Source: an optimization exercise on an open RTL-to-GDS flow (aim: small area). Production flows keep margins and buffers that such runs may drop.
Function not checked in this run: the RTL went through the layout flow alone.
In this run the design's own scripts or RTL, not TritonCTS, make the clock network.
The clock port is modelled as an ideal driver, which makes a skipped or thinned clock tree look cheaper than it is; a real chip needs a root buffer or a tree.
Power and IR drop assume default switching activity.

$ cat design/flow/standard.sh
#!/bin/bash
# synth_recipe.tcl (not shown) runs the flow's synth.tcl, then flattens the netlist and writes it again
# the make line also repeats each setting of config.mk as NAME=value (left out here)
make -C /OpenROAD-flow-scripts/flow DESIGN_CONFIG=/design/flow/config.mk WORK_HOME=/design/flow/orfs CLKGATE_MAP_FILE= SYNTH_SCRIPT=/design/flow/synth_recipe.tcl "${@:-finish}"
$ cat design/flow/flow/abc7.abc
strash
dch -f
amap
$ cat design/flow/flow/abc3.abc
strash
&get -n
&deepsyn -T 5 -S 3
&put
amap
$ cat design/flow/flow/abc0.abc
strash
&get -n
&deepsyn -T 5 -S 0
&put
amap
$ cat design/flow/flow/abc2.abc
strash
&get -n
&deepsyn -T 5 -S 2
&put
amap
$ cat design/flow/flow/clktree.tcl
# This flow's clock tree: the flip-flops are split by x position into
# FLOW_CLK_GROUPS groups of about equal size, and each group gets one clock
# buffer (FLOW_CLK_BUF) at its centre, driven straight from the clock port.
# Every flip-flop is one buffer from the port.
proc clock_tree_synthesis { args } {
  set k $::env(FLOW_CLK_GROUPS)
  set block [ord::get_db_block]
  set port_net [[$block findBTerm clock] getNet]
  set master [[ord::get_db] findMaster $::env(FLOW_CLK_BUF)]
  set sinks {}
  foreach iterm [$port_net getITerms] {
    set box [[$iterm getInst] getBBox]
    lappend sinks [list [expr { ([$box xMin] + [$box xMax]) / 2 }] \
      [expr { ([$box yMin] + [$box yMax]) / 2 }] $iterm]
  }
  set sinks [lsort -integer -index 0 $sinks]
  set n [llength $sinks]
  $port_net setSigType CLOCK
  for { set g 0 } { $g < $k } { incr g } {
    set first [expr { $g * $n / $k }]
    set last [expr { ($g + 1) * $n / $k - 1 }]
    set inst [odb::dbInst_create $block $master clkbuf_flow_$g]
    set net [odb::dbNet_create $block clknet_flow_$g]
    $net setSigType CLOCK
    [$inst findITerm A] connect $port_net
    [$inst findITerm X] connect $net
    set sx 0
    set sy 0
    foreach s [lrange $sinks $first $last] {
      lassign $s x y iterm
      $iterm disconnect
      $iterm connect $net
      incr sx $x
      incr sy $y
    }
    set m [expr { $last - $first + 1 }]
    $inst setLocation [expr { $sx / $m }] [expr { $sy / $m }]
    $inst setPlacementStatus PLACED
    puts "flow: clock buffer clkbuf_flow_$g ($::env(FLOW_CLK_BUF)) drives $m flip-flops"
  }
  set_propagated_clock [all_clocks]
}
$ cat design/flow/flow/abc5.abc
strash
&get -n
&deepsyn -T 5 -S 5
&put
amap
$ cat design/flow/flow/abc6.abc
strash
&get -n
&deepsyn -T 5 -S 6
&put
dch -f
amap
$ cat design/flow/design.v
`timescale 1ns / 1ps
module led_driver(
 input clock,
 input rst,
 input [31:0] data,
 output [7:0] AN,
 output CA,
 output CB,
 output CC,
 output CD,
 output CE,
 output CF,
 output CG
 );
localparam [17:0] P = 18'h2aaaa;
localparam [17:0] R = 18'h08040;
reg [17:0] y;
wire [17:0] s = y ^ P;
wire z = (s[16:0] == 17'd0);
wire tick = z & ~s[17];
wire fb = s[17] ^ s[10] ^ z;
always @(posedge clock)
	if (rst)
		y <= R ^ P;
	else
		y <= {s[16:0], fb} ^ P;
localparam [2:0] CI = 3'd6;
reg [2:0] cnt;
wire [2:0] counter = cnt ^ CI;
always @(posedge clock)
	if (rst)
		cnt <= CI;
	else
		cnt <= (counter + {2'b00, tick}) ^ CI;
assign AN[0] = !((!counter[2])&(!counter[1])&(!counter[0]));
assign AN[1] = !((!counter[2])&(!counter[1])&(counter[0]));
assign AN[2] = !((!counter[2])&(counter[1])&(!counter[0]));
assign AN[3] = !((!counter[2])&(counter[1])&(counter[0]));
assign AN[4] = !((counter[2])&(!counter[1])&(!counter[0]));
assign AN[5] = !((counter[2])&(!counter[1])&(counter[0]));
assign AN[6] = !((counter[2])&(counter[1])&(!counter[0]));
assign AN[7] = !((counter[2])&(counter[1])&(counter[0]));
localparam [3:0] NI = 4'd0;
reg [3:0] nr;
always @(posedge clock) begin
	nr[0] <= NI[0] ^ (&(AN | {data[28], data[24], data[20], data[16], data[12], data[8], data[4], data[0]}));
	nr[1] <= NI[1] ^ (&(AN | {data[29], data[25], data[21], data[17], data[13], data[9], data[5], data[1]}));
	nr[2] <= NI[2] ^ (&(AN | {data[30], data[26], data[22], data[18], data[14], data[10], data[6], data[2]}));
	nr[3] <= NI[3] ^ (&(AN | {data[31], data[27], data[23], data[19], data[15], data[11], data[7], data[3]}));
end
wire [3:0] nib = nr ^ NI;
localparam [15:0] TA = 16'b0011100000010010;
localparam [15:0] TB = 16'b1101100001100000;
localparam [15:0] TC = 16'b1101000000000100;
localparam [15:0] TD = 16'b1000010010010010;
localparam [15:0] TE = 16'b0000001010111010;
localparam [15:0] TF = 16'b0011000010001110;
localparam [15:0] TG = 16'b0000000010000011;
assign {CA,CB,CC,CD,CE,CF,CG} = {TA[nib], TB[nib], TC[nib], TD[nib], TE[nib], TF[nib], TG[nib]};
endmodule
$ cat design/flow/flow/abc1.abc
strash
&get -n
&deepsyn -T 5 -S 1
&put
amap
$ cat design/flow/flow/abc4.abc
strash
&get -n
&deepsyn -T 5 -S 4
&put
amap
$ cat design/flow/config.mk
export PLATFORM = sky130hd
export DESIGN_NAME = led_driver
export DESIGN_NICKNAME = led_driver
export VERILOG_FILES = /design/flow/design.v
export SDC_FILE = /design/flow/constraint.sdc
export NUM_CORES = 4
export LEC_CHECK = 0
export CAP_MARGIN = 20
export CORE_AREA = 2.5 2.5 60.5 60.5
export DIE_AREA = 0 0 63 63
export SLEW_MARGIN = 20
$ cat design/flow/constraint.sdc
create_clock -name core_clock -period 5.0 [get_ports {clock}]
set_input_delay 1.0000 -clock core_clock [delete_from_list [all_inputs] [get_ports {clock}]]
set_output_delay 1.0000 -clock core_clock [all_outputs]
set_load 0.01 [all_outputs]
$ cat design/flow/flow/run.sh
#!/bin/bash
# Own layout flow: the standard flow with
#  - synthesis mapped by the smallest of the mappings that flow/abc*.abc
#    (area-oriented ABC scripts) give, and no adder cell extraction
#    (ADDER_MAP_FILE empty),
#  - port buffers of the smallest buffer cell, buf_1,
#  - a clock tree of its own (flow/clktree.tcl): three clkbuf_4 buffers, each
#    driving a third of the flip-flops, driven straight from the clock port.
# Each step's full output goes to a log file in this folder.
set -euo pipefail
HERE=$(pwd)
export FLOW_ABC_DIR=$HERE/flow
{ head -n 1 synth_recipe.tcl; cat flow/abc_hook.tcl; tail -n +2 synth_recipe.tcl; } > flow_synth.tcl
export FLOW_CLK_GROUPS=3
export FLOW_CLK_BUF=sky130_fd_sc_hd__clkbuf_4
ARGS=(ADDER_MAP_FILE= "BUFFER_PORTS_ARGS=-buffer_cell sky130_fd_sc_hd__buf_1"
      PRE_CTS_TCL=$HERE/flow/clktree.tcl)
bash standard.sh SYNTH_SCRIPT=$HERE/flow_synth.tcl "${ARGS[@]}" synth > flow_synth.log 2>&1
bash standard.sh "${ARGS[@]}" finish > flow_finish.log 2>&1
$ cat design/flow/flow/abc_hook.tcl
# Map with each of this flow's own ABC scripts (flow/abc*.abc, area-oriented)
# in place of ORFS's, and keep the mapping with the smallest cell area.
proc flow_area {} {
  set r [yosys tee -q -s result.string stat -liberty [lindex $::env(LIB_FILES) 0]]
  if { [regexp {Chip area for module [^:]*: *([0-9.]+)} $r -> a] } { return $a }
  return 1e9
}
proc abc {args} {
  set i [lsearch -exact $args -script]
  set best_area 1e9
  yosys design -save flow_pre_abc
  foreach script [lsort [glob $::env(FLOW_ABC_DIR)/abc*.abc]] {
    yosys design -load flow_pre_abc
    if { $i >= 0 } { lset args [expr { $i + 1 }] $script }
    puts "abc (flow hook): $args"
    yosys abc {*}$args
    set a [flow_area]
    puts "abc (flow hook): [file tail $script] gives cell area $a"
    if { $a < $best_area } {
      set best_area $a
      set best_script $script
      yosys design -save flow_best_abc
    }
  }
  yosys design -load flow_best_abc
  puts "abc (flow hook): kept [file tail $best_script], cell area $best_area"
}
==> impl_metrics.yaml <==
global_route:
  global_route.overflow_total: 0
  global_route.peak_usage_layer: "met2"
  grtUsageMet2: 0.2593
  number_of_antenna_violations_at_the_first_check_in_global_routing: 0
  global_route.usage.met3: 0.02162
  use_met1: 0.1484
  maximum_number_of_pins_on_one_net_before_global_route_repair: 13
  grt_pass1_vias: 1016
  global_route.usage.total: 0.1294
  grt_first_pass_wirelength_mm: 4.395
critical_path:
  r2r_setup_slack_ns: 3.05
  critPathTopFamily: "simple AND/OR/NAND/NOR gates"
  worst_setup_path_end_kind: "primary output"
  worstReg2RegStart: "y[10]"
  worst-endpoint-required_ns: 4.00
  max_stage_delay_ns: 0.41
  slowest_stage: "sky130_fd_sc_hd__dfxtp_1"
  worst_r2r_endpoint: "cnt[2]"
  cp.buffers_inverters: 1
  critical_path_arrival_ns: 1.46
  critPathKind: "flop to primary output"
  startpoint_type: "flop"
  worst_reg_to_reg_path_cell_count: 7
  path_cells: "nand2_1 -> nor2_1 -> nor2_1 -> nor2_1 -> o21ai_0 -> o21ai_0 -> buf_1"
  critical-path-top-cell-by-count: "sky130_fd_sc_hd__nor2_1"
  path_max_fanout: 6
timing:
  slew_hr: 0.6594
  finalMaxSlewViolations: 0
  finalSetupViolations: 0
  finalWorstPathRequiredPeriod_ns: 2.462
  highest_achievable_clock_rate_mhz: 406.3
  fin_worst_skew_ns: 0.004241
  final.setup.tns_ns: 0
  post-route-period-util: 0.4923
  total_count_of_hold_check_failures_in_the_final_report: 0
  worstMarginPinSlew_ns: 0.5110
  grt_setup_unrepaired: "false"
detailed_routing:
  drc: 0
  drt-wirelength-per-cell_um: 11.62
  final_antenna_net_count: 0
  drt-initial-drc-count: 88
  via_count: 1044
  wirelength_mm: 2.464
  drt-pass1-iter-count: 4
  via_per_inst: 4.925
synth:
  largest_family_of_logic_cells_by_synthesized_area: "simple AND/OR/NAND/NOR gates"
  synth_flop_cell: "sky130_fd_sc_hd__dfxtp_1"
  synth_area_um2: 945.9
  post_synth_fa_ha_maj_area_fraction: 0
  yosysWarningCount: 1
  yosysTopAreaCell: "sky130_fd_sc_hd__dfxtp_1"
  synth.area.top_cells: "sky130_fd_sc_hd__dfxtp_1 (53%), sky130_fd_sc_hd__o22ai_1 (11%), sky130_fd_sc_hd__nor2_1 (8.3%)"
  synth.most_common_cell: "sky130_fd_sc_hd__dfxtp_1"
  yosys-mux-area-fraction: 0
  synth.distinct_cells: 16
  mappedNetlistNets: 149
  yosys-top-cells-count: "sky130_fd_sc_hd__dfxtp_1 (25), sky130_fd_sc_hd__nor2_1 (21), sky130_fd_sc_hd__o22ai_1 (17), sky130_fd_sc_hd__nand2_1 (14), sky130_fd_sc_hd__clkinv_1 (9)"
  ys_ff_latch: 25
  synthDominantCellAreaShare: 0.5291
  synth-compound-area-share: 0.1905
  synth-simple-area-share: 0.2447
  postSynth.asyncResetShare: 0
  synth_xor_area_frac: 0
  avg_inst_size_synth_um2: 8.225
  yosysSeqAreaShare: 0.5291
  cells_after_synthesis: 115
  synth-edff-count: 0
cells_and_area:
  post-route-cell-area_um2: 1206
  post_route_cells_drive_above_1_share: 0.01807
  syn2layout_area_growth_pct: 27.51
  diodes: 0
  final_net_count: 202
pwr:
  irDropWorstVdd_v: 0.0001352
  powerDensity_nw_per_um2: 284.5
  p_leak_nw: 0.4202
hold_path:
  hold_path_start: "y[4]"
  holdCritPathClass: "flop to flop"
  holdPathStages: 1
  min_to: "y[5]"
floorplan:
  core_region_area_um2: 3284
  die_x_um: 63
  initial_utilization: 0.2880
  die_h_um: 63
  die_area_um2: 3969
  pin_count: 49
  floorplan.rows: 21
place:
  finalWeightedCongestion: 0.8488
  placed_area_um2: 1184
  numPortBuffers: 48
  place_hpwl_mm: 2.020
run_status:
  outcome: "complete, no violations"
clock_tree:
  clkLatencyLatePin_ns: 0.15
  cts_repair_resizes: 0
  postCtsSetupRepairBufs: 0
  register_clock_pin_slew_on_the_reported_worst_setup_and_hold_paths_ns: 0.08
  cts_hold_repair.buffers: 0
flow_run:
  max_cap_violations: 0
sequential cells by signal, indices dropped and copies added (netlist names):
| register | cells |
|---|---|
| cnt | 3 |
| nr | 4 |
| y | 18 |
placed cells by master (no fill, tap or decap):
master,Yosys,layout
sky130_fd_sc_hd__buf_1,0,48
sky130_fd_sc_hd__dfxtp_1,25,25
sky130_fd_sc_hd__nor2_1,21,21
sky130_fd_sc_hd__o22ai_1,17,17
sky130_fd_sc_hd__nand2_1,14,14
sky130_fd_sc_hd__clkinv_1,9,9
sky130_fd_sc_hd__nand3_1,8,8
sky130_fd_sc_hd__nor4_1,5,5
sky130_fd_sc_hd__o21ai_0,4,4
sky130_fd_sc_hd__nor3_1,3,3
sky130_fd_sc_hd__clkbuf_4,0,3
sky130_fd_sc_hd__o221ai_1,2,2
sky130_fd_sc_hd__a211oi_1,2,2
sky130_fd_sc_hd__o32ai_1,1,1
sky130_fd_sc_hd__a21oi_1,1,1
sky130_fd_sc_hd__a21o_1,1,1
sky130_fd_sc_hd__nand4_1,1,1
sky130_fd_sc_hd__or4_1,1,1
per-stage QoR:
step           cells  hold slack, ns  power [mW]    util  worst slack [ns]
3_3_place_gp     209          0.3668      0.2724  0.3604             2.836
4_1_cts          212          0.3913      0.3477  0.3672             2.540
2_1_floorplan    115          0.3524      0.2490       -             2.735
6_report         212          0.3846      0.3432  0.3672             2.538
3_5_place_dp     209          0.3674      0.2743  0.3604             2.732
5_1_grt          212          0.4049      0.3639  0.3672             2.301
worst max-delay path by stage:
stage | slack [ns] | end | startpoint | depth (start not counted)
after floorplan | 2.73 | CD | nr[1] | 5
after global placement | 2.84 | CD | nr[2] | 6
after detailed placement | 2.73 | CA | nr[2] | 7
after CTS | 2.54 | CA | nr[2] | 7
after global routing | 2.30 | CD | nr[2] | 6
final | 2.54 | CA | nr[2] | 7
kinds of logic (layout without fill, tap and decap cells):
logic type / Yosys count / in the layout
buffers and inverters: 9 / 60
DFF: 25 / 25
AOI/OAI and AO/OA: 28 / 28
and+or+nand+nor: 53 / 53
report_power, final:
group | internal (mW) | leakage, nW | switching, mW
combinational | 0.0227 | 0.201 | 0.0350
sequential | 0.207 | 0.205 | 0.00537
clock | 0.0287 | 0.0138 | 0.0447
total | 0.258 | 0.420 | 0.0851
routing by layer:
metal | routed length, µm | up-vias
met5 | 0 | -
met2 | 1165 | 66
met1 | 1017 | 459
met4 | 0 | 0
li1 | - | 519
met3 | 281 | 0
area by class of cell:
class	instances	area (µm²)
inverter	9	33.78
multi-input combinational	81	411.6
fill	354	2078
tap	46	57.56
buffer	3	22.52
timing repair buffer	48	180.2
sequential	25	500.5

[afterwards: timing with drivers on the ports]
Ports are ideal in the flow. The routed layout listed here was re-timed in OpenROAD. Step 1 (the two cells are an assumption about what drives the block):
set clk [get_ports {clock}]
set_driving_cell -lib_cell sky130_fd_sc_hd__clkbuf_16 $clk
set_driving_cell -lib_cell sky130_fd_sc_hd__buf_2 [delete_from_list [all_inputs] $clk]
Step 2 adds t to the input delays and takes it off the output delays; t is the mean of the earliest and latest rising clock arrival at the registers after step 1. Input paths then give back, and output paths get back, about the clock's delay inside the block. Three values: ideal ports, drivers, drivers and shift; two values: the first two.
shift t [ns]: 0.175
setup slack, ns: 2.538 / 2.509 / 2.684
hold WS [ns]: 0.385 / 0.385 / 0.385
worst setup path after step 2: register to output
After both steps this run still meets setup and hold. For this run, drivers alone change the setup slack by -0.029 ns; drivers and shift together by +0.146 ns.
